Background: an optimization exercise with open tools, aiming at a short achievable clock period and few clock cycles. Do not read the settings as production practice. In this exercise RTL edits were held to simulation tests only and were not proved equivalent to the original. Power is estimated from default activity; no workload was simulated.

**flow/run.sh**
```bash
#!/bin/bash
# synth_recipe.tcl (not shown) runs the flow's synth.tcl, then flattens the netlist and writes it again
# the make line also repeats each setting of config.mk as NAME=value (left out here)
make -C /OpenROAD-flow-scripts/flow DESIGN_CONFIG=/design/flow/config.mk WORK_HOME=/design/flow/orfs CLKGATE_MAP_FILE= SYNTH_SCRIPT=/design/flow/synth_recipe.tcl finish
```
**flow/config.mk**
```make
export PLATFORM = sky130hd
export DESIGN_NAME = MIPS_Multi
export DESIGN_NICKNAME = MIPS_Multi
export VERILOG_FILES = /design/flow/design.v
export SDC_FILE = /design/flow/constraint.sdc
export NUM_CORES = 4
export LEC_CHECK = 0
export ABC_CLOCK_PERIOD_IN_PS = 1500
export CAP_MARGIN = 20
export CORE_MARGIN = 2
export CORE_UTILIZATION = 40
export PLACE_DENSITY = 0.6
export SETUP_SLACK_MARGIN = 5.0
export SLEW_MARGIN = 20
export SYNTH_HIERARCHICAL = 1
export SYNTH_MINIMUM_KEEP_SIZE = 0
```
**flow/constraint.sdc**
```tcl
create_clock -name core_clock -period 7.5 [get_ports {clk}]
set_input_delay 1.5000 -clock core_clock [delete_from_list [all_inputs] [get_ports {clk}]]
set_output_delay 1.5000 -clock core_clock [all_outputs]
set_load 0.01 [all_outputs]
```
**flow/design.v**
```verilog
`timescale 1ns/1ns
module MIPS_Multi(clk, rst, Memory_out, MemWrite, MemRead, Adr, B_out);
	input clk, rst;
	input [31:0] Memory_out;
	output MemWrite, MemRead;
	output [31:0] Adr, B_out;
	reg [31:0] R [0:15];
	reg fZ, fN, fV;
	reg [31:0] adr_q;      
	reg [31:0] adr_n;      
	reg [31:0] bo_q;
	reg        rd_q, wr_q;
	assign Adr = adr_q;
	assign MemRead = rd_q;
	assign MemWrite = wr_q;
	assign B_out = bo_q;
	wire [31:0] adr = ~adr_n;
	reg        mp;         
	reg        mload;      
	reg        mstore;     
	reg [3:0]  mrd;        
	reg        stl;        
	reg        big;        
	reg        bigl;       
	reg [31:0] blm;        
	reg        halted;     
	reg        ev;         
	reg [31:0] ir;
	reg [31:0] pce;        
	reg [31:0] fpce;       
	reg [31:0] btgt;       
	reg        pt;         
	reg        c_small;    
	reg [31:0] opX;        
	reg [31:0] opY;        
	reg [31:0] opA;        
	reg [31:0] opM;        
	reg [31:0] opB;        
	reg [31:0] opD;        
	reg [31:0] lres;       
	reg [31:0] res_q;      
	reg        wb_en;      
	reg [3:0]  wb_a;
	reg        c_dti, c_dpi, c_bi, c_inv, c_arith, c_add, c_logic_res, c_sub;
	function [31:0] ext12(input [11:0] x);
		ext12 = {19'd0, x[11], x};
	endfunction
	function condf(input [1:0] c, input z, input n, input v);
		condf = (c == 2'b00) ? z :
		        (c == 2'b01) ? (~z & (n == v)) :
		        (c == 2'b10) ? (n != v) : 1'b1;
	endfunction
	function zsum(input [31:0] a, input [31:0] b, input ci);
		zsum = ((a[0] ^ b[0]) == ci) & ((a[31:1] ^ b[31:1]) == (a[30:0] | b[30:0]));
	endfunction
	wire idle  = mp | stl | big;
	wire cond  = condf(ir[31:30], fZ, fN, fV);
	wire ex    = ev & ~idle & cond;
	wire e_dp  = ex & c_dpi;
	wire e_mem = ex & c_dti;
	wire e_bl  = ex & c_bi & ir[26];
	wire e_bls = e_bl & c_small;
	wire e_big = ex & c_bi & ~(ir[26] ? c_small : pt);
	wire e_inv = ex & c_inv;
	wire e_miss = ev & ~idle & c_bi & ~ir[26] & pt & ~cond;
	wire [31:0] sum1, sum2;
	add32 u_sum1(.a(opX), .b(opY), .ci(c_sub), .s(sum1));
	add32 u_sum2(.a(opA), .b(opM), .ci(1'b0), .s(sum2));
	wire z1 = zsum(opX, opY, c_sub);
	wire z2 = zsum(opA, opM, 1'b0);
	wire y31 = c_add ? opB[31] : (opB[31] ^ (opB[30:0] != 31'd0));
	wire v1 = (opX[31] & y31 & ~sum1[31]) | (~opX[31] & ~y31 & sum1[31]);
	wire [31:0] eres = c_logic_res ? lres : sum1;
	wire [31:0] e_tgt, bl_tgt, big_tgt;
	add32 u_etgt(.a(pce), .b({{6{ir[25]}}, ir[25:0]}), .ci(1'b1), .s(e_tgt));
	add32 u_bltgt(.a(btgt), .b(opM), .ci(1'b0), .s(bl_tgt));
	add32 u_bigtgt(.a(btgt), .b(blm), .ci(1'b0), .s(big_tgt));
	wire        we = mp ? mload : (e_dp | e_bl);
	wire [3:0]  wa = mp ? mrd : (e_bl ? 4'd15 : ir[15:12]);
	wire [31:0] wd = mp ? Memory_out : (e_bl ? pce : eres);
	wire [31:0] wf = Memory_out;
	wire keep = ~idle & ~halted & ~e_miss & ~e_bl & ~e_big & ~e_inv;
	wire f_small = (wf[25:7] == 19'd0) | (wf[25:7] == 19'h7ffff);
	wire f_bnl = (wf[29:27] == 3'b101) & ~wf[26] & f_small;
	wire f_pt = f_bnl & ((wf[31:30] == 2'b11) | e_dp | condf(wf[31:30], fZ, fN, fV));
	wire [31:0] f_seq = adr + 32'd1;
	wire [31:0] f_tgt;
	tgt8 u_tgt(.adr(adr), .off(wf[7:0]), .tgt(f_tgt));
	wire [511:0] rfv = {R[15], R[14], R[13], R[12], R[11], R[10], R[9], R[8],
	                    R[7], R[6], R[5], R[4], R[3], R[2], R[1], R[0]};
	wire [223:0] p_f, p_i;
	wire [9:0] dec_f;
	opsf u_opsf(.w(wf), .rf(rfv), .b_en(wb_en), .b_a(wb_a), .b_d(res_q), .ops(p_f), .dc(dec_f));
	opsi u_opsi(.w(ir), .rf(rfv), .b_en(wb_en), .b_a(wb_a), .b_d(res_q),
	            .l_en(mp & mload), .l_a(mrd), .l_d(Memory_out), .ops(p_i));
	wire [3:0] e_rd = ir[15:12];
	wire f_dti = (wf[29:21] == 9'b010000000);
	wire f_dpi = (wf[29:24] == 6'd0);
	wire f_logic = (wf[22:20] == 3'd3) | (wf[22:20] == 3'd4) | (wf[22:20] == 3'd5) | (wf[22:20] == 3'd7);
	wire f_dep = e_dp & (((e_rd == wf[19:16]) & (f_dti | f_dpi)) |
	                     ((e_rd == wf[3:0]) & ((f_dpi & (~wf[23] | f_logic)) | ((wf[29:27] == 3'b101) & wf[26]))) |
	                     ((e_rd == wf[15:12]) & f_dti & wf[20]));
	wire m_hit = mstore & (adr == pce);
	wire a_oth = e_mem | e_miss | e_bls;
	wire [31:0] a_o = e_mem ? sum1 : (e_miss ? fpce : bl_tgt);
	wire [31:0] a_early = rst ? 32'd0 :
	                      mp ? (m_hit ? pce : (pt ? btgt : fpce)) :
	                      stl ? adr :
	                      big ? (bigl ? big_tgt : btgt) :
	                      e_miss ? fpce : e_bls ? bl_tgt : f_seq;
	wire plain = ~rst & ~mp & ~stl & ~big;
	wire use_sum1 = plain & e_mem;
	wire use_tgt = plain & ~a_oth & f_pt;
	wire use_early = ~use_sum1 & ~use_tgt;
	wire [31:0] a_nxt = (f_tgt & {32{use_tgt}}) | (sum1 & {32{use_sum1}}) | (a_early & {32{use_early}});
	wire use_sum = ~mp & ~e_bl & ~c_logic_res;
	wire [31:0] r_oth = mp ? Memory_out : (e_bl ? pce : lres);
	wire [31:0] r_nxt = (sum1 & {32{use_sum}}) | (r_oth & {32{~use_sum}});
	always @(posedge clk) begin
		adr_q <= a_nxt;
		adr_n <= ~a_nxt;
		res_q <= r_nxt;
		bo_q <= opD;
		blm <= opM;
		{opX, opY, opA, opM, opB, opD, lres} <= (mp | stl) ? p_i : p_f;
		if (!mp && !stl && !big) begin
			ir <= wf;
			pce <= adr;
			fpce <= f_seq;
			btgt <= f_tgt;
		end
		if (e_big) btgt <= e_tgt;
	end
	integer k;
	always @(posedge clk) begin
		if (rst) begin
			for (k = 0; k < 16; k = k + 1) R[k] <= 32'd0;
			fZ <= 1'b0; fN <= 1'b0; fV <= 1'b0;
			rd_q <= 1'b1; wr_q <= 1'b0;
			mp <= 1'b0; mload <= 1'b0; mstore <= 1'b0; mrd <= 4'd0;
			stl <= 1'b0; big <= 1'b0; bigl <= 1'b0; halted <= 1'b0;
			ev <= 1'b0; pt <= 1'b0; c_small <= 1'b0;
			wb_en <= 1'b0; wb_a <= 4'd0;
			{c_dti, c_dpi, c_bi, c_inv, c_arith, c_add, c_logic_res, c_sub} <= 8'd0;
		end else begin
			if (wb_en) R[wb_a] <= res_q;
			wb_en <= we;
			wb_a <= wa;
			if (e_dp) begin
				if (c_arith) begin
					fZ <= z1; fN <= sum1[31]; fV <= v1;
				end else begin
					fZ <= z2; fN <= sum2[31];
				end
			end
			if (e_inv) halted <= 1'b1;
			mp <= e_mem;
			mload <= e_mem & ~ir[20];
			mstore <= e_mem & ir[20];
			mrd <= ir[15:12];
			wr_q <= e_mem & ir[20];
			rd_q <= ~(e_mem & ir[20]) & ~e_inv & ~halted;
			stl <= keep & f_dep;
			big <= e_big;
			bigl <= ir[26];
			if (!mp && !stl && !big) begin
				{c_dti, c_dpi, c_bi, c_inv, c_arith, c_add, c_logic_res, c_sub} <= dec_f[9:2];
				pt <= f_pt;
				c_small <= f_small;
			end
			if (mp) begin
				if (m_hit) ev <= 1'b0;    
			end else if (big)
				ev <= 1'b0;
			else if (!stl)
				ev <= keep;
		end
	end
endmodule
module add32(a, b, ci, s);
	input [31:0] a, b;
	input ci;
	output [31:0] s;
	function [31:0] ksadd(input [31:0] a, input [31:0] b, input ci);
		reg [31:0] g, p, gg, pp, gn, pn, c;
		integer i, s;
		begin
			g = a & b;
			p = a ^ b;
			gg = g; pp = p;
			for (i = 1; i < 32; i = i + 1) begin
				gg[i] = g[i] | ((p[i] & a[i - 1]) & b[i - 1]);
				pp[i] = p[i] & p[i - 1];
			end
			for (s = 2; s < 32; s = s * 2) begin
				gn = gg; pn = pp;
				for (i = s; i < 32; i = i + 1) begin
					gn[i] = gg[i] | (pp[i] & gg[i - s]);
					pn[i] = pp[i] & pp[i - s];
				end
				gg = gn; pp = pn;
			end
			c = {gg[30:0] | (pp[30:0] & {31{ci}}), ci};
			ksadd = p ^ c;
		end
	endfunction
	assign s = ksadd(a, b, ci);
endmodule
module tgt8(adr, off, tgt);
	input [31:0] adr;
	input [7:0] off;
	output [31:0] tgt;
	wire [31:0] lo;
	add32 u_lo(.a({24'd0, adr[7:0]}), .b({24'd0, off}), .ci(1'b1), .s(lo));
	wire [23:0] hi0 = adr[31:8];
	wire [23:0] hip = adr[31:8] + 24'd1;
	wire [23:0] him = adr[31:8] - 24'd1;
	wire up = lo[8] & ~off[7];
	wire dn = ~lo[8] & off[7];
	assign tgt = {(hip & {24{up}}) | (him & {24{dn}}) | (hi0 & {24{~up & ~dn}}), lo[7:0]};
endmodule
module opsf(w, rf, b_en, b_a, b_d, ops, dc);
	input [31:0] w;
	input [511:0] rf;
	input b_en;
	input [3:0] b_a;
	input [31:0] b_d;
	output [223:0] ops;
	output [9:0] dc;
	function [31:0] ext12(input [11:0] x);
		ext12 = {19'd0, x[11], x};
	endfunction
	function [9:0] dec(input [31:0] w);
		reg [2:0] op;
		reg dpi, dti, bi, neg, sub, ar;
		begin
			op = w[22:20];
			dti = (w[29:21] == 9'b010000000);
			dpi = (w[29:24] == 6'd0);
			bi = (w[29:27] == 3'b101);
			neg = (op == 3'd4);
			sub = (op == 3'd1) | (op == 3'd2) | (op == 3'd6) | neg;
			ar = (op == 3'd0) | (op == 3'd1) | (op == 3'd2) | (op == 3'd6);
			dec = {dti, dpi, bi, ~dti & ~dpi & ~bi, ar, op == 3'd0,
			       dpi & ~ar & ~neg, dpi & sub, dpi & neg, op == 3'd7};
		end
	endfunction
	function [223:0] prep(input [31:0] w, input [31:0] a, input [31:0] m, input [31:0] d);
		reg [9:0] dc;
		reg [31:0] b, x, y;
		begin
			dc = dec(w);
			b = ((w[29:24] == 6'd0) && !w[23]) ? m : ext12(w[11:0]);
			x = dc[1] ? 32'd0 : a;
			y = (w[29:24] != 6'd0) ? ext12(w[11:0]) : (dc[2] ? ~b : b);
			prep = {x, y, a, m, b, d, dc[0] ? b : (a & b)};
		end
	endfunction
	function [31:0] rd(input [3:0] idx);
		reg [31:0] v;
		integer r;
		begin
			v = 32'd0;
			for (r = 0; r < 16; r = r + 1)
				v = v | (rf[r * 32 +: 32] & {32{idx == r}});
			rd = (b_en && b_a == idx) ? b_d : v;
		end
	endfunction
	assign ops = prep(w, rd(w[19:16]), rd(w[3:0]), rd(w[15:12]));
	assign dc = dec(w);
endmodule
module opsi(w, rf, b_en, b_a, b_d, l_en, l_a, l_d, ops);
	input [31:0] w;
	input [511:0] rf;
	input b_en, l_en;
	input [3:0] b_a, l_a;
	input [31:0] b_d, l_d;
	output [223:0] ops;
	function [31:0] ext12(input [11:0] x);
		ext12 = {19'd0, x[11], x};
	endfunction
	function [9:0] dec(input [31:0] w);
		reg [2:0] op;
		reg dpi, dti, bi, neg, sub, ar;
		begin
			op = w[22:20];
			dti = (w[29:21] == 9'b010000000);
			dpi = (w[29:24] == 6'd0);
			bi = (w[29:27] == 3'b101);
			neg = (op == 3'd4);
			sub = (op == 3'd1) | (op == 3'd2) | (op == 3'd6) | neg;
			ar = (op == 3'd0) | (op == 3'd1) | (op == 3'd2) | (op == 3'd6);
			dec = {dti, dpi, bi, ~dti & ~dpi & ~bi, ar, op == 3'd0,
			       dpi & ~ar & ~neg, dpi & sub, dpi & neg, op == 3'd7};
		end
	endfunction
	function [223:0] prep(input [31:0] w, input [31:0] a, input [31:0] m, input [31:0] d);
		reg [9:0] dc;
		reg [31:0] b, x, y;
		begin
			dc = dec(w);
			b = ((w[29:24] == 6'd0) && !w[23]) ? m : ext12(w[11:0]);
			x = dc[1] ? 32'd0 : a;
			y = (w[29:24] != 6'd0) ? ext12(w[11:0]) : (dc[2] ? ~b : b);
			prep = {x, y, a, m, b, d, dc[0] ? b : (a & b)};
		end
	endfunction
	function [31:0] rd(input [3:0] idx);
		reg [31:0] v;
		integer r;
		begin
			v = 32'd0;
			for (r = 0; r < 16; r = r + 1)
				v = v | (rf[r * 32 +: 32] & {32{idx == r}});
			rd = (l_en && l_a == idx) ? l_d : (b_en && b_a == idx) ? b_d : v;
		end
	endfunction
	assign ops = prep(w, rd(w[19:16]), rd(w[3:0]), rd(w[15:12]));
endmodule
```
==> results.txt, run 1 <==
vertical die dimension=466.0 microns; Die X-Extent=466.0 microns; stage where the flow stopped=global routing; number of buffers created by CTS=131; number of top-level design ports=100; Cells after Synth=9,741; Initial Utilization=40.25%; number of placement rows=169; dpl ws=1.882 ns; post-detailed-placement half-perimeter wirelength=524.4 mm; buffer depth of the longest clock path=3; H-tree depth reported by CTS=4; number of global-route vias before repair=129,300; First Error=[ERROR GRT-0116] Global routing finished with congestion. Check the congestion regions in the DRC Viewer.; count of input and output buffers=99; status=aborted with a tool error; overall overflow remaining after global route=4,644; overall track demand over capacity in global routing=89.09%; synthesized area=85,370 sq um; wire length of the first global-routing pass=1373 mm; number of warnings reported in the yosys synthesis log=10; root buffer cell=sky130_fd_sc_hd__clkbuf_16; total cell area at the placement stage=92,840 sq um; final weighted congestion in routability-driven placement=1.320; largest net degree at the start of global routing=89; average footprint of a synthesized cell=8.764 sq um
-- routing by layer --
| layer | track usage (%) | overflow |
|---|---|---|
| met2 | 99.62 | 2626 |
| met5 | 58.41 | 54 |
| met1 | 88.87 | 291 |
| met3 | 80.08 | 350 |
| met4 | 88.46 | 1323 |
-- per-stage QoR --
stage               hold WS [ns]  instances  total power [mW]  util, %
global placement          0.3117      12330             12.68    43.70
floorplan                 0.3096       9752             9.804        -
CTS                       0.3203      13930             21.40    58.58
detailed placement        0.3121      12340             12.74    43.78
-- timing repair --
action	CTS
gates resized for setup	2963
pin swaps	682
buffers inserted	1208
endpoints found under the setup margin	1459
gates cloned	140
hold buffers	0
-- how the worst max path moves through the flow --
| stage | startpoint | end | slack, ns | cells after the start |
|---|---|---|---|---|
| after CTS | btgt[16] | adr_n[24] | 4.00 | 13 |
| after global placement | Memory_out[5] | btgt[30] | 1.75 | 15 |
| after detailed placement | Memory_out[5] | btgt[30] | 1.88 | 15 |
| after floorplan | Memory_out[1] | btgt[22] | 3.69 | 13 |
-- power by group through the flow --
stage | clock, mW | sequential, mW | combinational, mW
after global placement | 0 | 7.25 | 5.43
after detailed placement | 0 | 7.24 | 5.49
after floorplan | 0 | 6.97 | 2.83
after CTS | 6.75 | 7.14 | 7.52
Testbench counts, summed over its fixed seeds: cycles 99,136.
==> run 2, diff against run 1 <==
--- a/flow/design.v
+++ b/flow/design.v
@@ -31,17 +31,14 @@
 	reg [31:0] btgt;       
 	reg        pt;         
 	reg        c_small;    
-	reg [31:0] opX;        
-	reg [31:0] opY;        
 	reg [31:0] opA;        
 	reg [31:0] opM;        
 	reg [31:0] opB;        
 	reg [31:0] opD;        
-	reg [31:0] lres;       
 	reg [31:0] res_q;      
 	reg        wb_en;      
 	reg [3:0]  wb_a;
-	reg        c_dti, c_dpi, c_bi, c_inv, c_arith, c_add, c_logic_res, c_sub;
+	reg        c_dti, c_dpi, c_bi, c_inv, c_arith, c_add, c_logic_res, c_sub, c_zx, c_mov;
 	function [31:0] ext12(input [11:0] x);
 		ext12 = {19'd0, x[11], x};
 	endfunction
@@ -64,12 +61,15 @@
 	wire e_inv = ex & c_inv;
 	wire e_miss = ev & ~idle & c_bi & ~ir[26] & pt & ~cond;
 	wire [31:0] sum1, sum2;
+	wire [31:0] opX = c_zx ? 32'd0 : opA;
+	wire [31:0] opY = c_sub ? ~opB : opB;
 	add32 u_sum1(.a(opX), .b(opY), .ci(c_sub), .s(sum1));
 	add32 u_sum2(.a(opA), .b(opM), .ci(1'b0), .s(sum2));
 	wire z1 = zsum(opX, opY, c_sub);
 	wire z2 = zsum(opA, opM, 1'b0);
 	wire y31 = c_add ? opB[31] : (opB[31] ^ (opB[30:0] != 31'd0));
 	wire v1 = (opX[31] & y31 & ~sum1[31]) | (~opX[31] & ~y31 & sum1[31]);
+	wire [31:0] lres = c_mov ? opB : (opA & opB);
 	wire [31:0] eres = c_logic_res ? lres : sum1;
 	wire [31:0] e_tgt, bl_tgt, big_tgt;
 	add32 u_etgt(.a(pce), .b({{6{ir[25]}}, ir[25:0]}), .ci(1'b1), .s(e_tgt));
@@ -88,7 +88,7 @@
 	tgt8 u_tgt(.adr(adr), .off(wf[7:0]), .tgt(f_tgt));
 	wire [511:0] rfv = {R[15], R[14], R[13], R[12], R[11], R[10], R[9], R[8],
 	                    R[7], R[6], R[5], R[4], R[3], R[2], R[1], R[0]};
-	wire [223:0] p_f, p_i;
+	wire [127:0] p_f, p_i;
 	wire [9:0] dec_f;
 	opsf u_opsf(.w(wf), .rf(rfv), .b_en(wb_en), .b_a(wb_a), .b_d(res_q), .ops(p_f), .dc(dec_f));
 	opsi u_opsi(.w(ir), .rf(rfv), .b_en(wb_en), .b_a(wb_a), .b_d(res_q),
@@ -106,13 +106,15 @@
 	wire [31:0] a_early = rst ? 32'd0 :
 	                      mp ? (m_hit ? pce : (pt ? btgt : fpce)) :
 	                      stl ? adr :
-	                      big ? (bigl ? big_tgt : btgt) :
-	                      e_miss ? fpce : e_bls ? bl_tgt : f_seq;
+	                      big ? btgt :
+	                      e_miss ? fpce : f_seq;
 	wire plain = ~rst & ~mp & ~stl & ~big;
 	wire use_sum1 = plain & e_mem;
+	wire use_bl = plain & e_bls;
 	wire use_tgt = plain & ~a_oth & f_pt;
-	wire use_early = ~use_sum1 & ~use_tgt;
-	wire [31:0] a_nxt = (f_tgt & {32{use_tgt}}) | (sum1 & {32{use_sum1}}) | (a_early & {32{use_early}});
+	wire use_early = ~use_sum1 & ~use_bl & ~use_tgt;
+	wire [31:0] a_nxt = (f_tgt & {32{use_tgt}}) | (sum1 & {32{use_sum1}}) |
+	                    (bl_tgt & {32{use_bl}}) | (a_early & {32{use_early}});
 	wire use_sum = ~mp & ~e_bl & ~c_logic_res;
 	wire [31:0] r_oth = mp ? Memory_out : (e_bl ? pce : lres);
 	wire [31:0] r_nxt = (sum1 & {32{use_sum}}) | (r_oth & {32{~use_sum}});
@@ -122,7 +124,7 @@
 		res_q <= r_nxt;
 		bo_q <= opD;
 		blm <= opM;
-		{opX, opY, opA, opM, opB, opD, lres} <= (mp | stl) ? p_i : p_f;
+		{opA, opM, opB, opD} <= (mp | stl) ? p_i : p_f;
 		if (!mp && !stl && !big) begin
 			ir <= wf;
 			pce <= adr;
@@ -130,6 +132,7 @@
 			btgt <= f_tgt;
 		end
 		if (e_big) btgt <= e_tgt;
+		if (big && bigl) btgt <= big_tgt;
 	end
 	integer k;
 	always @(posedge clk) begin
@@ -141,7 +144,7 @@
 			stl <= 1'b0; big <= 1'b0; bigl <= 1'b0; halted <= 1'b0;
 			ev <= 1'b0; pt <= 1'b0; c_small <= 1'b0;
 			wb_en <= 1'b0; wb_a <= 4'd0;
-			{c_dti, c_dpi, c_bi, c_inv, c_arith, c_add, c_logic_res, c_sub} <= 8'd0;
+			{c_dti, c_dpi, c_bi, c_inv, c_arith, c_add, c_logic_res, c_sub, c_zx, c_mov} <= 10'd0;
 		end else begin
 			if (wb_en) R[wb_a] <= res_q;
 			wb_en <= we;
@@ -161,10 +164,10 @@
 			wr_q <= e_mem & ir[20];
 			rd_q <= ~(e_mem & ir[20]) & ~e_inv & ~halted;
 			stl <= keep & f_dep;
-			big <= e_big;
-			bigl <= ir[26];
+			big <= e_big | (big & bigl);
+			bigl <= e_big & ir[26];
 			if (!mp && !stl && !big) begin
-				{c_dti, c_dpi, c_bi, c_inv, c_arith, c_add, c_logic_res, c_sub} <= dec_f[9:2];
+				{c_dti, c_dpi, c_bi, c_inv, c_arith, c_add, c_logic_res, c_sub, c_zx, c_mov} <= dec_f;
 				pt <= f_pt;
 				c_small <= f_small;
 			end
@@ -225,7 +228,7 @@
 	input b_en;
 	input [3:0] b_a;
 	input [31:0] b_d;
-	output [223:0] ops;
+	output [127:0] ops;
 	output [9:0] dc;
 	function [31:0] ext12(input [11:0] x);
 		ext12 = {19'd0, x[11], x};
@@ -245,15 +248,11 @@
 			       dpi & ~ar & ~neg, dpi & sub, dpi & neg, op == 3'd7};
 		end
 	endfunction
-	function [223:0] prep(input [31:0] w, input [31:0] a, input [31:0] m, input [31:0] d);
-		reg [9:0] dc;
-		reg [31:0] b, x, y;
+	function [127:0] prep(input [31:0] w, input [31:0] a, input [31:0] m, input [31:0] d);
+		reg [31:0] b;
 		begin
-			dc = dec(w);
 			b = ((w[29:24] == 6'd0) && !w[23]) ? m : ext12(w[11:0]);
-			x = dc[1] ? 32'd0 : a;
-			y = (w[29:24] != 6'd0) ? ext12(w[11:0]) : (dc[2] ? ~b : b);
-			prep = {x, y, a, m, b, d, dc[0] ? b : (a & b)};
+			prep = {a, m, b, d};
 		end
 	endfunction
 	function [31:0] rd(input [3:0] idx);
@@ -275,7 +274,7 @@
 	input b_en, l_en;
 	input [3:0] b_a, l_a;
 	input [31:0] b_d, l_d;
-	output [223:0] ops;
+	output [127:0] ops;
 	function [31:0] ext12(input [11:0] x);
 		ext12 = {19'd0, x[11], x};
 	endfunction
@@ -294,15 +293,11 @@
 			       dpi & ~ar & ~neg, dpi & sub, dpi & neg, op == 3'd7};
 		end
 	endfunction
-	function [223:0] prep(input [31:0] w, input [31:0] a, input [31:0] m, input [31:0] d);
-		reg [9:0] dc;
-		reg [31:0] b, x, y;
+	function [127:0] prep(input [31:0] w, input [31:0] a, input [31:0] m, input [31:0] d);
+		reg [31:0] b;
 		begin
-			dc = dec(w);
 			b = ((w[29:24] == 6'd0) && !w[23]) ? m : ext12(w[11:0]);
-			x = dc[1] ? 32'd0 : a;
-			y = (w[29:24] != 6'd0) ? ext12(w[11:0]) : (dc[2] ? ~b : b);
-			prep = {x, y, a, m, b, d, dc[0] ? b : (a & b)};
+			prep = {a, m, b, d};
 		end
 	endfunction
 	function [31:0] rd(input [3:0] idx);
--- a/flow/config.mk
+++ b/flow/config.mk
@@ -8,8 +8,8 @@
 export ABC_CLOCK_PERIOD_IN_PS = 1500
 export CAP_MARGIN = 20
 export CORE_MARGIN = 2
-export CORE_UTILIZATION = 40
-export PLACE_DENSITY = 0.6
+export CORE_UTILIZATION = 30
+export PLACE_DENSITY = 0.55
 export SETUP_SLACK_MARGIN = 5.0
 export SLEW_MARGIN = 20
 export SYNTH_HIERARCHICAL = 1
==> results.txt, run 2 <==
status=aborted with a tool error; stage where the flow stopped=global routing; First Error=[ERROR GRT-0232] Routing congestion too high. Check the congestion heatmap in the GUI.; number of warnings reported in the yosys synthesis log=10 (unchanged); buffer depth of the longest clock path=4 (+1); Initial Utilization=30.12% (-10 points); post-detailed-placement half-perimeter wirelength=573.4 mm (+9.4%); final weighted congestion in routability-driven placement=1.235 (-6.4%); overall overflow remaining after global route=4; overall track demand over capacity in global routing=71.68%; number of top-level design ports=100 (unchanged); root buffer cell=sky130_fd_sc_hd__clkbuf_16; largest net degree at the start of global routing=68; H-tree depth reported by CTS=3 (-1); number of buffers created by CTS=125 (-4.6%); average footprint of a synthesized cell=9.001 sq um (+2.7%); Die X-Extent=522.2 microns (+12%); dpl ws=1.706 ns (-0.1756 ns); synthesized area=80,560 sq um (-5.6%); Cells after Synth=8,950 (-8.1%); Hold-fix buffers, CTS=0 (unchanged); number of placement rows=190 (+12%); vertical die dimension=522.2 microns (+12%); count of input and output buffers=99 (unchanged)
## run 2: power by group through the flow
stage                     combinational, mW  clock (mW)  sequential [mW]
after global placement                 5.56           0             6.77
after floorplan                        2.71           0             6.39
after CTS                              7.26        6.47             6.65
after detailed placement               5.59           0             6.76
## run 2: per-stage QoR
stage	area (sq um)	hold slack (ns)	cells	power, mW	util, %
floorplan	83380	0.3096	8961	9.097	-
CTS	115400	0.2672	13670	20.38	43.15
global placement	88980	0.3118	12350	12.33	33.27
detailed placement	89050	0.3135	12360	12.35	33.30
## run 2: what timing repair did
action / in CTS
cloned: 118
endpoints found under the setup margin: 1439
setup buffers: 964
resized for setup: 2531
pin swaps: 466
## run 2: worst min path at each step
stage             from  slack, ns  cells after the start        to
4_1_cts         opD[9]       0.27                      0   bo_q[9]
3_5_place_dp   opD[13]       0.31                      0  bo_q[13]
3_3_place_gp    opD[6]       0.31                      0   bo_q[6]
2_1_floorplan   opD[0]       0.31                      0   bo_q[0]
## run 2: metal layers
metal | overflow | GRT usage [%]
met5 | 0 | 39.91
met4 | 1 | 69.93
met3 | 0 | 58.91
met2 | 2 | 84.86
met1 | 1 | 72.13
Testbench counts of run 2, summed over its fixed seeds: cycles 99,136.
==> run 3, diff against run 2 <==
--- a/flow/design.v
+++ b/flow/design.v
@@ -63,7 +63,7 @@
 	wire [31:0] sum1, sum2;
 	wire [31:0] opX = c_zx ? 32'd0 : opA;
 	wire [31:0] opY = c_sub ? ~opB : opB;
-	add32 u_sum1(.a(opX), .b(opY), .ci(c_sub), .s(sum1));
+	add32cs u_sum1(.a(opX), .b(opY), .ci(c_sub), .s(sum1));
 	add32 u_sum2(.a(opA), .b(opM), .ci(1'b0), .s(sum2));
 	wire z1 = zsum(opX, opY, c_sub);
 	wire z2 = zsum(opA, opM, 1'b0);
@@ -73,7 +73,7 @@
 	wire [31:0] eres = c_logic_res ? lres : sum1;
 	wire [31:0] e_tgt, bl_tgt, big_tgt;
 	add32 u_etgt(.a(pce), .b({{6{ir[25]}}, ir[25:0]}), .ci(1'b1), .s(e_tgt));
-	add32 u_bltgt(.a(btgt), .b(opM), .ci(1'b0), .s(bl_tgt));
+	add32cs u_bltgt(.a(btgt), .b(opM), .ci(1'b0), .s(bl_tgt));
 	add32 u_bigtgt(.a(btgt), .b(blm), .ci(1'b0), .s(big_tgt));
 	wire        we = mp ? mload : (e_dp | e_bl);
 	wire [3:0]  wa = mp ? mrd : (e_bl ? 4'd15 : ir[15:12]);
@@ -88,11 +88,11 @@
 	tgt8 u_tgt(.adr(adr), .off(wf[7:0]), .tgt(f_tgt));
 	wire [511:0] rfv = {R[15], R[14], R[13], R[12], R[11], R[10], R[9], R[8],
 	                    R[7], R[6], R[5], R[4], R[3], R[2], R[1], R[0]};
-	wire [127:0] p_f, p_i;
+	wire [31:0] w_rd = (mp | stl) ? ir : wf;
+	wire [127:0] p_n;
 	wire [9:0] dec_f;
-	opsf u_opsf(.w(wf), .rf(rfv), .b_en(wb_en), .b_a(wb_a), .b_d(res_q), .ops(p_f), .dc(dec_f));
-	opsi u_opsi(.w(ir), .rf(rfv), .b_en(wb_en), .b_a(wb_a), .b_d(res_q),
-	            .l_en(mp & mload), .l_a(mrd), .l_d(Memory_out), .ops(p_i));
+	opsi u_ops(.w(w_rd), .rf(rfv), .b_en(wb_en), .b_a(wb_a), .b_d(res_q),
+	           .l_en(mp & mload), .l_a(mrd), .l_d(Memory_out), .ops(p_n), .dc(dec_f));
 	wire [3:0] e_rd = ir[15:12];
 	wire f_dti = (wf[29:21] == 9'b010000000);
 	wire f_dpi = (wf[29:24] == 6'd0);
@@ -124,7 +124,7 @@
 		res_q <= r_nxt;
 		bo_q <= opD;
 		blm <= opM;
-		{opA, opM, opB, opD} <= (mp | stl) ? p_i : p_f;
+		{opA, opM, opB, opD} <= p_n;
 		if (!mp && !stl && !big) begin
 			ir <= wf;
 			pce <= adr;
@@ -209,12 +209,66 @@
 	endfunction
 	assign s = ksadd(a, b, ci);
 endmodule
+module add32cs(a, b, ci, s);
+	input [31:0] a, b;
+	input ci;
+	output [31:0] s;
+	wire [16:0] lo, h0, h1;
+	add16 u_lo(.a(a[15:0]), .b(b[15:0]), .ci(ci), .s(lo));
+	add16 u_h0(.a(a[31:16]), .b(b[31:16]), .ci(1'b0), .s(h0));
+	add16 u_h1(.a(a[31:16]), .b(b[31:16]), .ci(1'b1), .s(h1));
+	assign s = {lo[16] ? h1[15:0] : h0[15:0], lo[15:0]};
+endmodule
+module add16(a, b, ci, s);
+	input [15:0] a, b;
+	input ci;
+	output [16:0] s;
+	reg [15:0] g, p, gg, pp, gn, pn, c;
+	reg co;
+	integer i, k;
+	always @(*) begin
+		g = a & b;
+		p = a ^ b;
+		gg = g; pp = p;
+		for (i = 1; i < 16; i = i + 1) begin
+			gg[i] = g[i] | ((p[i] & a[i - 1]) & b[i - 1]);
+			pp[i] = p[i] & p[i - 1];
+		end
+		for (k = 2; k < 16; k = k * 2) begin
+			gn = gg; pn = pp;
+			for (i = k; i < 16; i = i + 1) begin
+				gn[i] = gg[i] | (pp[i] & gg[i - k]);
+				pn[i] = pp[i] & pp[i - k];
+			end
+			gg = gn; pp = pn;
+		end
+		c = {gg[14:0] | (pp[14:0] & {15{ci}}), ci};
+		co = gg[15] | (pp[15] & ci);
+	end
+	assign s = {co, p ^ c};
+endmodule
 module tgt8(adr, off, tgt);
 	input [31:0] adr;
 	input [7:0] off;
 	output [31:0] tgt;
-	wire [31:0] lo;
-	add32 u_lo(.a({24'd0, adr[7:0]}), .b({24'd0, off}), .ci(1'b1), .s(lo));
+	function [8:0] add8(input [7:0] a, input [7:0] b);
+		reg [7:0] g, p, gn, pn;
+		integer i, s;
+		begin
+			g = a & b;
+			p = a ^ b;
+			for (s = 1; s < 8; s = s * 2) begin
+				gn = g; pn = p;
+				for (i = s; i < 8; i = i + 1) begin
+					gn[i] = g[i] | (p[i] & g[i - s]);
+					pn[i] = p[i] & p[i - s];
+				end
+				g = gn; p = pn;
+			end
+			add8 = {g[7] | p[7], (a ^ b) ^ {g[6:0] | p[6:0], 1'b1}};
+		end
+	endfunction
+	wire [8:0] lo = add8(adr[7:0], off);
 	wire [23:0] hi0 = adr[31:8];
 	wire [23:0] hip = adr[31:8] + 24'd1;
 	wire [23:0] him = adr[31:8] - 24'd1;
@@ -222,59 +276,14 @@
 	wire dn = ~lo[8] & off[7];
 	assign tgt = {(hip & {24{up}}) | (him & {24{dn}}) | (hi0 & {24{~up & ~dn}}), lo[7:0]};
 endmodule
-module opsf(w, rf, b_en, b_a, b_d, ops, dc);
-	input [31:0] w;
-	input [511:0] rf;
-	input b_en;
-	input [3:0] b_a;
-	input [31:0] b_d;
-	output [127:0] ops;
-	output [9:0] dc;
-	function [31:0] ext12(input [11:0] x);
-		ext12 = {19'd0, x[11], x};
-	endfunction
-	function [9:0] dec(input [31:0] w);
-		reg [2:0] op;
-		reg dpi, dti, bi, neg, sub, ar;
-		begin
-			op = w[22:20];
-			dti = (w[29:21] == 9'b010000000);
-			dpi = (w[29:24] == 6'd0);
-			bi = (w[29:27] == 3'b101);
-			neg = (op == 3'd4);
-			sub = (op == 3'd1) | (op == 3'd2) | (op == 3'd6) | neg;
-			ar = (op == 3'd0) | (op == 3'd1) | (op == 3'd2) | (op == 3'd6);
-			dec = {dti, dpi, bi, ~dti & ~dpi & ~bi, ar, op == 3'd0,
-			       dpi & ~ar & ~neg, dpi & sub, dpi & neg, op == 3'd7};
-		end
-	endfunction
-	function [127:0] prep(input [31:0] w, input [31:0] a, input [31:0] m, input [31:0] d);
-		reg [31:0] b;
-		begin
-			b = ((w[29:24] == 6'd0) && !w[23]) ? m : ext12(w[11:0]);
-			prep = {a, m, b, d};
-		end
-	endfunction
-	function [31:0] rd(input [3:0] idx);
-		reg [31:0] v;
-		integer r;
-		begin
-			v = 32'd0;
-			for (r = 0; r < 16; r = r + 1)
-				v = v | (rf[r * 32 +: 32] & {32{idx == r}});
-			rd = (b_en && b_a == idx) ? b_d : v;
-		end
-	endfunction
-	assign ops = prep(w, rd(w[19:16]), rd(w[3:0]), rd(w[15:12]));
-	assign dc = dec(w);
-endmodule
-module opsi(w, rf, b_en, b_a, b_d, l_en, l_a, l_d, ops);
+module opsi(w, rf, b_en, b_a, b_d, l_en, l_a, l_d, ops, dc);
 	input [31:0] w;
 	input [511:0] rf;
 	input b_en, l_en;
 	input [3:0] b_a, l_a;
 	input [31:0] b_d, l_d;
 	output [127:0] ops;
+	output [9:0] dc;
 	function [31:0] ext12(input [11:0] x);
 		ext12 = {19'd0, x[11], x};
 	endfunction
@@ -301,14 +310,8 @@
 		end
 	endfunction
 	function [31:0] rd(input [3:0] idx);
-		reg [31:0] v;
-		integer r;
-		begin
-			v = 32'd0;
-			for (r = 0; r < 16; r = r + 1)
-				v = v | (rf[r * 32 +: 32] & {32{idx == r}});
-			rd = (l_en && l_a == idx) ? l_d : (b_en && b_a == idx) ? b_d : v;
-		end
+		rd = (l_en && l_a == idx) ? l_d : (b_en && b_a == idx) ? b_d : rf[idx * 32 +: 32];
 	endfunction
 	assign ops = prep(w, rd(w[19:16]), rd(w[3:0]), rd(w[15:12]));
+	assign dc = dec(w);
 endmodule
--- a/flow/config.mk
+++ b/flow/config.mk
@@ -8,7 +8,7 @@
 export ABC_CLOCK_PERIOD_IN_PS = 1500
 export CAP_MARGIN = 20
 export CORE_MARGIN = 2
-export CORE_UTILIZATION = 30
+export CORE_UTILIZATION = 35
 export PLACE_DENSITY = 0.55
 export SETUP_SLACK_MARGIN = 5.0
 export SLEW_MARGIN = 20
==> results.txt, run 3 <==
pin slew with the least headroom to its limit=1.165 ns; CTS tree=built; number of global-route vias before repair=53,890; total setup violations reported at the end of the flow=0; DRC marker count from the first detailed-route iteration=8,022; setup TNS=0 ns; clock latency at the later pin of the worst-skew pair=0.81 ns; time the final worst path needs with I/O delays and setup=3.745 ns; critical path class=input pin to register; overall die area=190,500 sq um; worst stage delay on the critical path=0.33 ns; Max stage delay cell, worst path=sky130_fd_sc_hd__ha_4; worst min-delay path endpoint=bo_q[25]; required time of the critical path=7.99 ns; worst max-slew margin expressed relative to the limit=22.03%; top library cells by usage in the layout, fill and taps aside=640 x sky130_fd_sc_hd__edfxtp_1, 533 x sky130_fd_sc_hd__and2_1, 449 x sky130_fd_sc_hd__mux4_2; Hold-fix buffers, CTS=0 (unchanged); post-route DRC violation count=0; routed length per placed instance=33.94 microns; final count of hold timing violations=0; number of warnings reported in the yosys synthesis log=11 (+1); iteration count of the initial detailed-routing pass=6; Worst Reg-to-Reg Cells=15; count of vias placed by the detailed router=57,360; status=finished clean; Crit path arrival time=4.24 ns; worst setup slack for register-to-register paths=3.87 ns; post-detailed-placement half-perimeter wirelength=167.3 mm (-71%); count of input and output buffers=99 (unchanged); top fanout value on the critical path=5; worst vdd rail ir drop=0.2065 mV; root buffer cell=sky130_fd_sc_hd__clkbuf_16; Max Freq=267.0 MHz; final period utilization=49.93%; remaining antenna violation count after routing=0; hold wc startpoint=opD[25]; series of cell instances along the critical path=buf_8, buf_8, clkinv_8, ha_4, o21ai_4, a211oi_2, and4_4, o31ai_4, nand2b_1, ha_4, nor2_4, buf_4, buf_6, nand4_1, nand3_2, o221ai_4, mux2i_1, o21ai_1; Cells after Synth=5,839 (-35%); overall overflow remaining after global route=0; largest net degree at the start of global routing=116; average footprint of a synthesized cell=11.21 sq um (+25%); area taken by flip-flops and latches=25,770 sq um; static leakage=34.28 nW; H-tree depth reported by CTS=3 (unchanged); RSZ-0062 raised after global routing=true; overall track demand over capacity in global routing=30.07%; dominant delay contributor by cell family on the critical path=compound AO/OA/AOI/OAI gates; most common cell after layout, fill and taps aside=sky130_fd_sc_hd__edfxtp_1; number of sinks on the clock net=961; vertical die dimension=436.4 microns (-16%); min-delay worst type=register to register; final weighted congestion in routability-driven placement=0.9424 (-24%); endpoint class of the critical path=register; worst r2r dst=adr_q[23]; routed via count divided by cell count=6.340; Reg with most FFs=R; areal power density over the cells=193.1 nW/um^2; Initial Utilization=35.25% (+5.1 points); number of top-level design ports=100 (unchanged); Die X-Extent=436.4 microns (-16%); CP Launch Type=input pin; combined area of the multi-input logic cells=42,830 sq um; antenna violations before repair=24; buffer depth of the longest clock path=3 (-1); wire length of the first global-routing pass=411.2 mm; number of placement rows=158 (-17%); number of fill cells=16,040; source of the worst register-to-register timing path=c_zx; Area growth, synth to finish=34.97%; count of max-cap constraint violations=0; core area=185,600 sq um; synthesized area=65,440 sq um (-19%); share of post-route cells with drive strength above 1=36.02%; Final Max Tran Viols=0; clock skew after layout=0.06911 ns; Nets=6,763; Reg clk slew, reported paths=0.06 ns; smallest hold slack=0.3296 ns; number of flip-flops in the largest register=512; Hold Path Cell Cnt=0; number of buffers and inverters on the critical path=5; overall routed net length=307.0 mm; number of buffers created by CTS=110 (-12%)
run 3: worst max path at each step:
| stage | start | end | cells after the start |
|---|---|---|---|
| floorplan | Memory_out[0] | btgt[30] | 15 |
| global placement | Memory_out[0] | btgt[18] | 17 |
| detailed placement | Memory_out[0] | btgt[18] | 17 |
| CTS | Memory_out[0] | btgt[28] | 16 |
| global route | Memory_out[1] | btgt[28] | 17 |
| finish | Memory_out[0] | btgt[28] | 18 |
run 3: area by class of cell:
cell class	instances	share of cell area, %
clock inverter	56	0.8201
timing repair buffer	843	13.18
multi-input combinational	4276	48.49
timing repair inverter	2	0.03116
clock buffer	150	3.543
inverter	262	1.201
sequential	961	29.18
antenna	16	0.04533
tap	2480	3.513
run 3: repair_timing:
item                                    CTS  global route
gates cloned                            107            40
setup endpoints to repair              1412           850
resized for setup                      1266           484
pin swaps                               165           185
endpoints found under the hold margin     0             0
buffers inserted                        396           158
run 3: layer usage:
| metal | vias to the layer above | track usage (%) | part of all wire (%) |
|---|---|---|---|
| met5 | - | 0 | 0.025 |
| met4 | 10 | 20.69 | 8.8 |
| met3 | 1104 | 7.341 | 12 |
| met2 | 4014 | 45.93 | 44 |
| met1 | 28660 | 37.49 | 36 |
| li1 | 23570 | - | - |
run 3: stage by stage:
stage	area (sq um)	power, mW	setup WS [ns]	std cells	utilization (%)
floorplan	67270	8.878	3.596	5855	-
detailed placement	69680	10.18	1.617	8122	37.53
CTS	83600	16.58	3.834	8831	45.04
global route	88300	17.48	3.682	9034	47.57
global placement	69680	10.14	1.582	8122	37.53
finish	88330	17.05	3.755	9046	47.58
run 3: power by group:
group          leakage (nW)  switching (mW)  internal, mW  total, mW
logic                  23.0            2.52          2.05       4.57
registers              9.44           0.667          5.95       6.62
clock network          1.87            2.51          3.35       5.86
Testbench counts of run 3, summed over its fixed seeds: cycles 99,136.
==> run 4, diff against run 3 <==
--- a/flow/config.mk
+++ b/flow/config.mk
@@ -12,5 +12,3 @@
 export PLACE_DENSITY = 0.55
 export SETUP_SLACK_MARGIN = 5.0
 export SLEW_MARGIN = 20
-export SYNTH_HIERARCHICAL = 1
-export SYNTH_MINIMUM_KEEP_SIZE = 0
==> results.txt, run 4 <==
endpoint class of the critical path=register; overall track demand over capacity in global routing=32.26% (+2.2 points); most common library cells after synthesis=640 x sky130_fd_sc_hd__edfxtp_1, 625 x sky130_fd_sc_hd__and2_1, 549 x sky130_fd_sc_hd__nand2_1; RSZ-0062 raised after global routing=true; Async S/R FF share, synth=0%; most frequently used flop master after synthesis=sky130_fd_sc_hd__edfxtp_1; Inst Count DP=7,916 (-2.5%); count of vias placed by the detailed router=57,110 (-0.44%); routed length per placed instance=35.17 microns (+3.6%); final period utilization=56.13% (+6.2 points); count of max-cap constraint violations=0 (unchanged); total setup violations reported at the end of the flow=0 (unchanged); most common cell after layout, fill and taps aside=sky130_fd_sc_hd__edfxtp_1; H-tree depth reported by CTS=3 (unchanged); most frequent cell after synthesis=sky130_fd_sc_hd__edfxtp_1; wire length of the first global-routing pass=409.7 mm (-0.35%); Final Max Tran Viols=0 (unchanged); time the final worst path needs with I/O delays and setup=4.210 ns (+0.4649 ns); number of flops mapped to enable cells by yosys=640; worst setup slack for register-to-register paths=3.41 ns (-0.46 ns); critical path class=input pin to register; final weighted congestion in routability-driven placement=0.9453 (+0.31%); Max Freq=237.5 MHz (-11%); number of flip-flops in the largest register=512 (unchanged); Nets=6,726 (-0.55%); Die X-Extent=424.2 microns (-2.8%); buffer depth of the longest clock path=3 (unchanged); worst min-delay path endpoint=bo_q[0]; sequential-to-total area share from yosys stat=41.49%; number of warnings reported in the yosys synthesis log=5 (-6); clock skew after layout=0.05656 ns (-0.01255 ns); iteration count of the initial detailed-routing pass=8 (+2); total cell area at the placement stage=65,940 sq um (-5.4%); top fanout value on the critical path=3 (-2); static leakage=33.03 nW (-3.7%); worst vdd rail ir drop=0.2270 mV (+9.9%); hold wc startpoint=opD[0]; post-detailed-placement half-perimeter wirelength=164.2 mm (-1.9%); count of input and output buffers=99 (unchanged); overall overflow remaining after global route=0 (unchanged); area of all placed cells without fillers=86,370 sq um (-2.2%); number of top-level design ports=100 (unchanged); post-route DRC violation count=0 (unchanged); number of buffers created by CTS=113 (+2.7%); worst r2r dst=btgt[29]; number of storage elements in the synthesis netlist=961; Hold Path Cell Cnt=0 (unchanged); areal power density over the cells=189.3 nW/um^2 (-2.0%); number of distinct library cells after synthesis=90; Hold-fix buffers, CTS=0 (unchanged); number of sinks on the clock net=961 (unchanged); biggest area contributors in the synthesized netlist=sky130_fd_sc_hd__edfxtp_1 31%, sky130_fd_sc_hd__mux4_2 14%, sky130_fd_sc_hd__dfxtp_1 10%, sky130_fd_sc_hd__and2_1 6.3%, sky130_fd_sc_hd__ha_1 4.4%; top library cells by usage in the layout, fill and taps aside=640 x sky130_fd_sc_hd__edfxtp_1, 552 x sky130_fd_sc_hd__and2_1, 524 x sky130_fd_sc_hd__nand2_1; Area growth, synth to finish=39.74%; Initial Utilization=35.17% (-0.083 points); CTS tree=built; Crit path arrival time=4.85 ns (+0.61 ns); vertical die dimension=424.2 microns (-2.8%); root buffer cell=sky130_fd_sc_hd__clkbuf_16; worst max-slew margin expressed relative to the limit=23.59% (+1.6 points); final std cells w/o fill=8,939 (-1.2%); remaining antenna violation count after routing=0 (unchanged); portion of synthesized cell area occupied by the leading cell type=31.10%; status=finished clean; overall die area=180,000 sq um (-5.5%); routed via count divided by cell count=6.388 (+0.75%); final count of hold timing violations=0 (unchanged); clock latency at the later pin of the worst-skew pair=0.79 ns (-0.02 ns); source of the worst register-to-register timing path=ir[14]; min-delay worst type=register to register; share of post-route cells with drive strength above 1=38.53% (+2.5 points); overall routed net length=314.4 mm (+2.4%); antenna violations before repair=27 (+13%); Worst Reg-to-Reg Cells=10 (-5); CP Launch Type=input pin; Reg with most FFs=R; cell taking the most area after synthesis=sky130_fd_sc_hd__edfxtp_1; synthesized area=61,810 sq um (-5.6%); pin slew with the least headroom to its limit=1.142 ns (-0.02323 ns); core area=175,700 sq um (-5.3%); number of placement rows=154 (-2.5%); average footprint of a synthesized cell=10.59 sq um (-5.5%); DRC marker count from the first detailed-route iteration=8,089 (+0.84%); number of global-route vias before repair=53,060 (-1.6%); Reg clk slew, reported paths=0.07 ns (about the same); largest net degree at the start of global routing=64 (-45%); setup TNS=0 ns (unchanged); required time of the critical path=8.14 ns (+0.15 ns); Cells after Synth=5,837 (-0.034%); Tot Pwr=16.35 mW (-4.1%)
==> run 4: worst max-delay path by stage <==
stage                             start  cells past startpoint   endpoint  slack [ns]
after CTS                 Memory_out[0]                     17   btgt[31]        3.20
after detailed placement  Memory_out[0]                     19   btgt[28]        1.30
after global routing      Memory_out[0]                     20   btgt[13]        3.18
after global placement    Memory_out[0]                     19   btgt[28]        1.40
final                     Memory_out[0]                     20   btgt[28]        3.29
after floorplan           Memory_out[0]                     16  adr_q[23]        2.81
==> run 4: per-stage QoR <==
| stage | hold slack, ns | setup slack, ns | utilization (%) |
|---|---|---|---|
| after floorplan | 0.3096 | 2.813 | - |
| after global placement | 0.3139 | 1.395 | 37.52 |
| after detailed placement | 0.3121 | 1.299 | 37.52 |
| after CTS | 0.3203 | 3.203 | 46.24 |
| after global routing | 0.3285 | 3.184 | 49.13 |
| final | 0.3200 | 3.290 | 49.15 |
==> run 4: logic make-up after synthesis <==
group | count (synthesis) | share of synthesized area (%)
AND/OR/NAND/NOR | 1864 | 15.62
AO/OA/AOI/OAI | 1296 | 13.81
flip-flops | 961 | 41.49
buffers and inverters | 694 | 4.492
multiplexers | 480 | 15.58
XOR/XNOR | 324 | 4.591
adder cells (fa/ha/maj) | 218 | 4.413
==> run 4: where the power goes <==
part,internal (mW),switching [mW],total [mW]
Clock,3.40,2.54,5.94
Sequential,5.93,0.561,6.49
Combinational,1.72,2.19,3.91
==> run 4: repair_timing <==
item | CTS | global route
resized for setup | 1465 | 528
cloned | 93 | 24
hold endpoints to repair | 0 | 0
pin swaps | 247 | 322
endpoints found under the setup margin | 1460 | 690
buffers inserted | 436 | 230
==> run 4: worst max-delay path, cell delays in order <==
cell and delay (ns):
sky130_fd_sc_hd__buf_12 0.09, sky130_fd_sc_hd__clkinvlp_4 0.09, sky130_fd_sc_hd__ha_4 0.22, sky130_fd_sc_hd__o21a_1 0.18, sky130_fd_sc_hd__o21a_1 0.19, sky130_fd_sc_hd__o21a_1 0.18
sky130_fd_sc_hd__o21a_1 0.18, sky130_fd_sc_hd__o21a_1 0.19, sky130_fd_sc_hd__o211a_1 0.22, sky130_fd_sc_hd__or3_4 0.41, sky130_fd_sc_hd__inv_2 0.08, sky130_fd_sc_hd__ha_4 0.19
sky130_fd_sc_hd__buf_12 0.14, sky130_fd_sc_hd__nand3_2 0.14, sky130_fd_sc_hd__nor2_2 0.18, sky130_fd_sc_hd__nor2_1 0.06, sky130_fd_sc_hd__o22ai_2 0.22, sky130_fd_sc_hd__o21ai_1 0.09
sky130_fd_sc_hd__nand4_1 0.10, sky130_fd_sc_hd__and3_1 0.17
==> run 4: per-layer routing <==
metal	vias to the layer above	GRT usage, %	wire [microns]
li1	23110	-	-
met4	14	24.08	31170
met5	-	0	357
met3	1410	7.554	40570
met2	4545	49.90	135600
met1	28030	39.22	106700
==> run 4: area by class of cell <==
| cell class | count | area, sq um |
|---|---|---|
| multi-input combinational | 4203 | 39420 |
| clock inverter | 39 | 461.7 |
| sequential | 961 | 25790 |
| clock buffer | 176 | 3475 |
| antenna | 25 | 62.56 |
| fill | 15110 | 89360 |
| timing repair buffer | 989 | 13410 |
| inverter | 206 | 832.0 |
| tap | 2340 | 2928 |
==> run 5, diff against run 4 <==
--- a/flow/design.v
+++ b/flow/design.v
@@ -31,6 +31,8 @@
 	reg [31:0] btgt;       
 	reg        pt;         
 	reg        c_small;    
+	reg [31:0] opX;        
+	reg [31:0] opY;        
 	reg [31:0] opA;        
 	reg [31:0] opM;        
 	reg [31:0] opB;        
@@ -61,8 +63,6 @@
 	wire e_inv = ex & c_inv;
 	wire e_miss = ev & ~idle & c_bi & ~ir[26] & pt & ~cond;
 	wire [31:0] sum1, sum2;
-	wire [31:0] opX = c_zx ? 32'd0 : opA;
-	wire [31:0] opY = c_sub ? ~opB : opB;
 	add32cs u_sum1(.a(opX), .b(opY), .ci(c_sub), .s(sum1));
 	add32 u_sum2(.a(opA), .b(opM), .ci(1'b0), .s(sum2));
 	wire z1 = zsum(opX, opY, c_sub);
@@ -89,7 +89,7 @@
 	wire [511:0] rfv = {R[15], R[14], R[13], R[12], R[11], R[10], R[9], R[8],
 	                    R[7], R[6], R[5], R[4], R[3], R[2], R[1], R[0]};
 	wire [31:0] w_rd = (mp | stl) ? ir : wf;
-	wire [127:0] p_n;
+	wire [191:0] p_n;
 	wire [9:0] dec_f;
 	opsi u_ops(.w(w_rd), .rf(rfv), .b_en(wb_en), .b_a(wb_a), .b_d(res_q),
 	           .l_en(mp & mload), .l_a(mrd), .l_d(Memory_out), .ops(p_n), .dc(dec_f));
@@ -112,9 +112,9 @@
 	wire use_sum1 = plain & e_mem;
 	wire use_bl = plain & e_bls;
 	wire use_tgt = plain & ~a_oth & f_pt;
-	wire use_early = ~use_sum1 & ~use_bl & ~use_tgt;
-	wire [31:0] a_nxt = (f_tgt & {32{use_tgt}}) | (sum1 & {32{use_sum1}}) |
-	                    (bl_tgt & {32{use_bl}}) | (a_early & {32{use_early}});
+	wire use_early = ~use_sum1 & ~use_bl;
+	wire [31:0] a_rest = (sum1 & {32{use_sum1}}) | (bl_tgt & {32{use_bl}}) | (a_early & {32{use_early}});
+	wire [31:0] a_nxt = use_tgt ? f_tgt : a_rest;
 	wire use_sum = ~mp & ~e_bl & ~c_logic_res;
 	wire [31:0] r_oth = mp ? Memory_out : (e_bl ? pce : lres);
 	wire [31:0] r_nxt = (sum1 & {32{use_sum}}) | (r_oth & {32{~use_sum}});
@@ -124,7 +124,7 @@
 		res_q <= r_nxt;
 		bo_q <= opD;
 		blm <= opM;
-		{opA, opM, opB, opD} <= p_n;
+		{opX, opY, opA, opM, opB, opD} <= p_n;
 		if (!mp && !stl && !big) begin
 			ir <= wf;
 			pce <= adr;
@@ -272,9 +272,9 @@
 	wire [23:0] hi0 = adr[31:8];
 	wire [23:0] hip = adr[31:8] + 24'd1;
 	wire [23:0] him = adr[31:8] - 24'd1;
-	wire up = lo[8] & ~off[7];
-	wire dn = ~lo[8] & off[7];
-	assign tgt = {(hip & {24{up}}) | (him & {24{dn}}) | (hi0 & {24{~up & ~dn}}), lo[7:0]};
+	wire [23:0] hi_c1 = off[7] ? hi0 : hip;
+	wire [23:0] hi_c0 = off[7] ? him : hi0;
+	assign tgt = {lo[8] ? hi_c1 : hi_c0, lo[7:0]};
 endmodule
 module opsi(w, rf, b_en, b_a, b_d, l_en, l_a, l_d, ops, dc);
 	input [31:0] w;
@@ -282,7 +282,7 @@
 	input b_en, l_en;
 	input [3:0] b_a, l_a;
 	input [31:0] b_d, l_d;
-	output [127:0] ops;
+	output [191:0] ops;
 	output [9:0] dc;
 	function [31:0] ext12(input [11:0] x);
 		ext12 = {19'd0, x[11], x};
@@ -302,11 +302,13 @@
 			       dpi & ~ar & ~neg, dpi & sub, dpi & neg, op == 3'd7};
 		end
 	endfunction
-	function [127:0] prep(input [31:0] w, input [31:0] a, input [31:0] m, input [31:0] d);
+	function [191:0] prep(input [31:0] w, input [31:0] a, input [31:0] m, input [31:0] d);
+		reg [9:0] dc;
 		reg [31:0] b;
 		begin
+			dc = dec(w);
 			b = ((w[29:24] == 6'd0) && !w[23]) ? m : ext12(w[11:0]);
-			prep = {a, m, b, d};
+			prep = {dc[1] ? 32'd0 : a, dc[2] ? ~b : b, a, m, b, d};
 		end
 	endfunction
 	function [31:0] rd(input [3:0] idx);
--- a/flow/config.mk
+++ b/flow/config.mk
@@ -12,3 +12,5 @@
 export PLACE_DENSITY = 0.55
 export SETUP_SLACK_MARGIN = 5.0
 export SLEW_MARGIN = 20
+export SYNTH_HIERARCHICAL = 1
+export SYNTH_MINIMUM_KEEP_SIZE = 0
==> results.txt, run 5 <==
buffer depth of the longest clock path=3 (unchanged); Reg clk slew, reported paths=0.06 ns (about the same); overall overflow remaining after global route=0 (unchanged); vertical die dimension=439.5 microns (+3.6%); endpoint class of the critical path=register; Crit path arrival time=4.01 ns (-0.84 ns); synthesized area=66,370 sq um (+7.4%); overall track demand over capacity in global routing=30.63% (-1.6 points); number of fill cells=16,310 (+7.9%); number of top-level design ports=100 (unchanged); internal power=11.99 mW (+8.4%); largest net degree at the start of global routing=72 (+13%); min-delay worst type=register to register; count of max-cap constraint violations=0 (unchanged); Die X-Extent=439.5 microns (+3.6%); CTS tree=built; count of input and output buffers=99 (unchanged); antenna violations before repair=17 (-37%); clock skew after layout=0.06116 ns (+0.004604 ns); Final Max Tran Viols=0 (unchanged); smallest hold slack=0.3260 ns (+0.005940 ns); total setup violations reported at the end of the flow=0 (unchanged); sum of routed wire segments on met1=109.4 mm (+2.6%); most common cell after layout, fill and taps aside=sky130_fd_sc_hd__edfxtp_1; highest layer used for signal routing=met5; Initial Utilization=35.30% (+0.13 points); number of buffers created by CTS=115 (+1.8%); DRC marker count from the first detailed-route iteration=8,276 (+2.3%); setup TNS=0 ns (unchanged); time the final worst path needs with I/O delays and setup=3.353 ns (-0.8565 ns); root buffer cell=sky130_fd_sc_hd__clkbuf_16; routed length per placed instance=33.53 microns (-4.7%); Reg with most FFs=R; pin slew with the least headroom to its limit=1.099 ns (-0.04346 ns); CP Launch Type=input pin; remaining antenna violation count after routing=0 (unchanged); post-detailed-placement half-perimeter wirelength=168.1 mm (+2.4%); static leakage=34.40 nW (+4.2%); average footprint of a synthesized cell=11.14 sq um (+5.2%); number of placement rows=159 (+3.2%); overall routed net length=308.4 mm (-1.9%); critical path class=input pin to register; Sw Share=33.00% (+0.63 points); Cells after Synth=5,960 (+2.1%); number of flip-flops in the largest register=512 (unchanged); post-route DRC violation count=0 (unchanged); number of sinks on the clock net=1,024 (+6.6%); top library cells by usage in the layout, fill and taps aside=640 x sky130_fd_sc_hd__edfxtp_1, 522 x sky130_fd_sc_hd__and2_1, 422 x sky130_fd_sc_hd__mux4_2; worst vdd rail ir drop=0.1916 mV (-16%); Max Freq=298.2 MHz (+26%); count of vias placed by the detailed router=58,230 (+2.0%); Nets=6,898 (+2.6%); areal power density over the cells=201.5 nW/um^2 (+6.4%); iteration count of the initial detailed-routing pass=9 (+1); final period utilization=44.71% (-11 points); number of warnings reported in the yosys synthesis log=11 (+6); number of global-route vias before repair=56,310 (+6.1%); Hold-fix buffers, CTS=0 (unchanged); top fanout value on the critical path=5 (+2); H-tree depth reported by CTS=3 (unchanged); share of post-route cells with drive strength above 1=36.05% (-2.5 points); combinational cell fraction of total power=25.9% (+2.0 points); status=finished clean; clock latency at the later pin of the worst-skew pair=0.80 ns (about the same); Met3 Wirelength=35.83 mm (-12%); Area growth, synth to finish=33.82%; required time of the critical path=8.15 ns (about the same); worst max-slew margin expressed relative to the limit=26.66% (+3.1 points); NetSw=5.904 mW (+12%); core area=188,000 sq um (+7.0%); final weighted congestion in routability-driven placement=0.9588 (+1.4%); routed via count divided by cell count=6.331 (-0.89%); Clock power frac=34.5% (-1.9 points); overall die area=193,100 sq um (+7.3%); wire length of the first global-routing pass=422.9 mm (+3.2%); sum of met2 wire segment lengths after detailed routing=134.6 mm (-0.79%); RSZ-0062 raised after global routing=true; final count of hold timing violations=0 (unchanged); sequential cell fraction of total power=39.5% (-0.2 points)
## run 5: path summary, 6_finish.rpt
kind | from | to | slack, ns | depth (start not counted)
worst min register to register | opD[27] | bo_q[27] | 0.33 | 0
worst min-delay path | opD[27] | bo_q[27] | 0.33 | 0
worst max register to register | opX[0] | adr_q[17] | 4.16 | 11
worst max-delay path | Memory_out[16] | opX[24] | 4.15 | 10
## run 5: area by class of cell
| cell class | count | area (sq um) | area share, % |
|---|---|---|---|
| diodes | 9 | 22.52 | 0.02536 |
| clock buffers | 149 | 3437 | 3.870 |
| clock inverters | 68 | 664.4 | 0.7481 |
| inverters | 289 | 1167 | 1.314 |
| multi-input cells | 4315 | 42630 | 48.00 |
| flip-flops and latches | 1024 | 27040 | 30.45 |
| well taps | 2495 | 3122 | 3.515 |
| repair buffers | 846 | 10710 | 12.06 |
| repair inverters | 2 | 17.52 | 0.01972 |
## run 5: worst max-delay path: stages
cell and delay (ns):
sky130_fd_sc_hd__buf_16 0.12, sky130_fd_sc_hd__mux2_8 0.33, sky130_fd_sc_hd__buf_12 0.16, sky130_fd_sc_hd__buf_8 0.13
sky130_fd_sc_hd__buf_8 0.13, sky130_fd_sc_hd__mux4_2 0.41, sky130_fd_sc_hd__mux4_2 0.58, sky130_fd_sc_hd__nor3b_2 0.19
sky130_fd_sc_hd__a221o_1 0.29, sky130_fd_sc_hd__nor2b_1 0.14
## run 5: power by group through the flow
stage                     Clock, mW  Combinational, mW  Sequential (mW)
after global placement            0               3.38             7.16
after CTS                      6.18               4.24             7.02
after floorplan                   0               2.53             6.73
after detailed placement          0               3.42             7.17
final                          6.18               4.64             7.07
after global routing           6.38               4.84             7.09
## run 5: per-layer routing
metal  vias up  GRT usage, %
met2      4245         46.50
met1     28870         37.10
met5         -        0.1489
met3      1204         8.111
met4        12         23.39
li1      23900             -
## run 5: stage by stage
step / util [%] / instances / power [mW] / setup WS [ns] / instance area (sq um)
floorplan: - / 5976 / 9.262 / 3.818 / 68450
global placement: 37.64 / 8249 / 10.54 / 1.826 / 70760
detailed placement: 37.64 / 8249 / 10.59 / 1.806 / 70760
CTS: 45.55 / 9044 / 17.43 / 4.232 / 85640
global route: 47.23 / 9192 / 18.32 / 4.107 / 88800
finish: 47.24 / 9197 / 17.89 / 4.147 / 88810
## run 5: what timing repair did
item	4_1_cts	5_1_grt
buffers inserted	458	120
setup endpoints to repair	1443	921
gates resized for setup	1277	371
cloned	120	23
pin swaps	205	173
Testbench counts of run 5, summed over its fixed seeds: cycles 99,136.

-- static timing again, ports no longer ideal --
The results above use ideal ports. As a check the final layouts listed here were re-extracted and re-timed, cells and wires unchanged. Step 1, drivers: a clkbuf_16 drives clk and a buf_2 each remaining input, both assumed. Step 2 moves the port delays by t, midway between the first and last clock arrival at a register: inputs arrive t later, outputs are due t later. That takes back most of the time a late clock gives input paths. Three values: no drivers, after step 1, after step 2; two values: the first two.
run | t (ns) | setup slack, ns | worst setup path at the end
run 3 | 0.865 | 3.755 / 3.795 / 2.930 | input to register
run 4 | 0.847 | 3.290 / 3.213 / 2.366 | input to register
run 5 | 0.859 | 4.147 / 4.155 / 3.313 | input to register
After both steps every run listed still meets setup and hold. The setup slack of run 4, which loses most, moves by -0.077 ns with the drivers and by -0.924 ns with both steps.
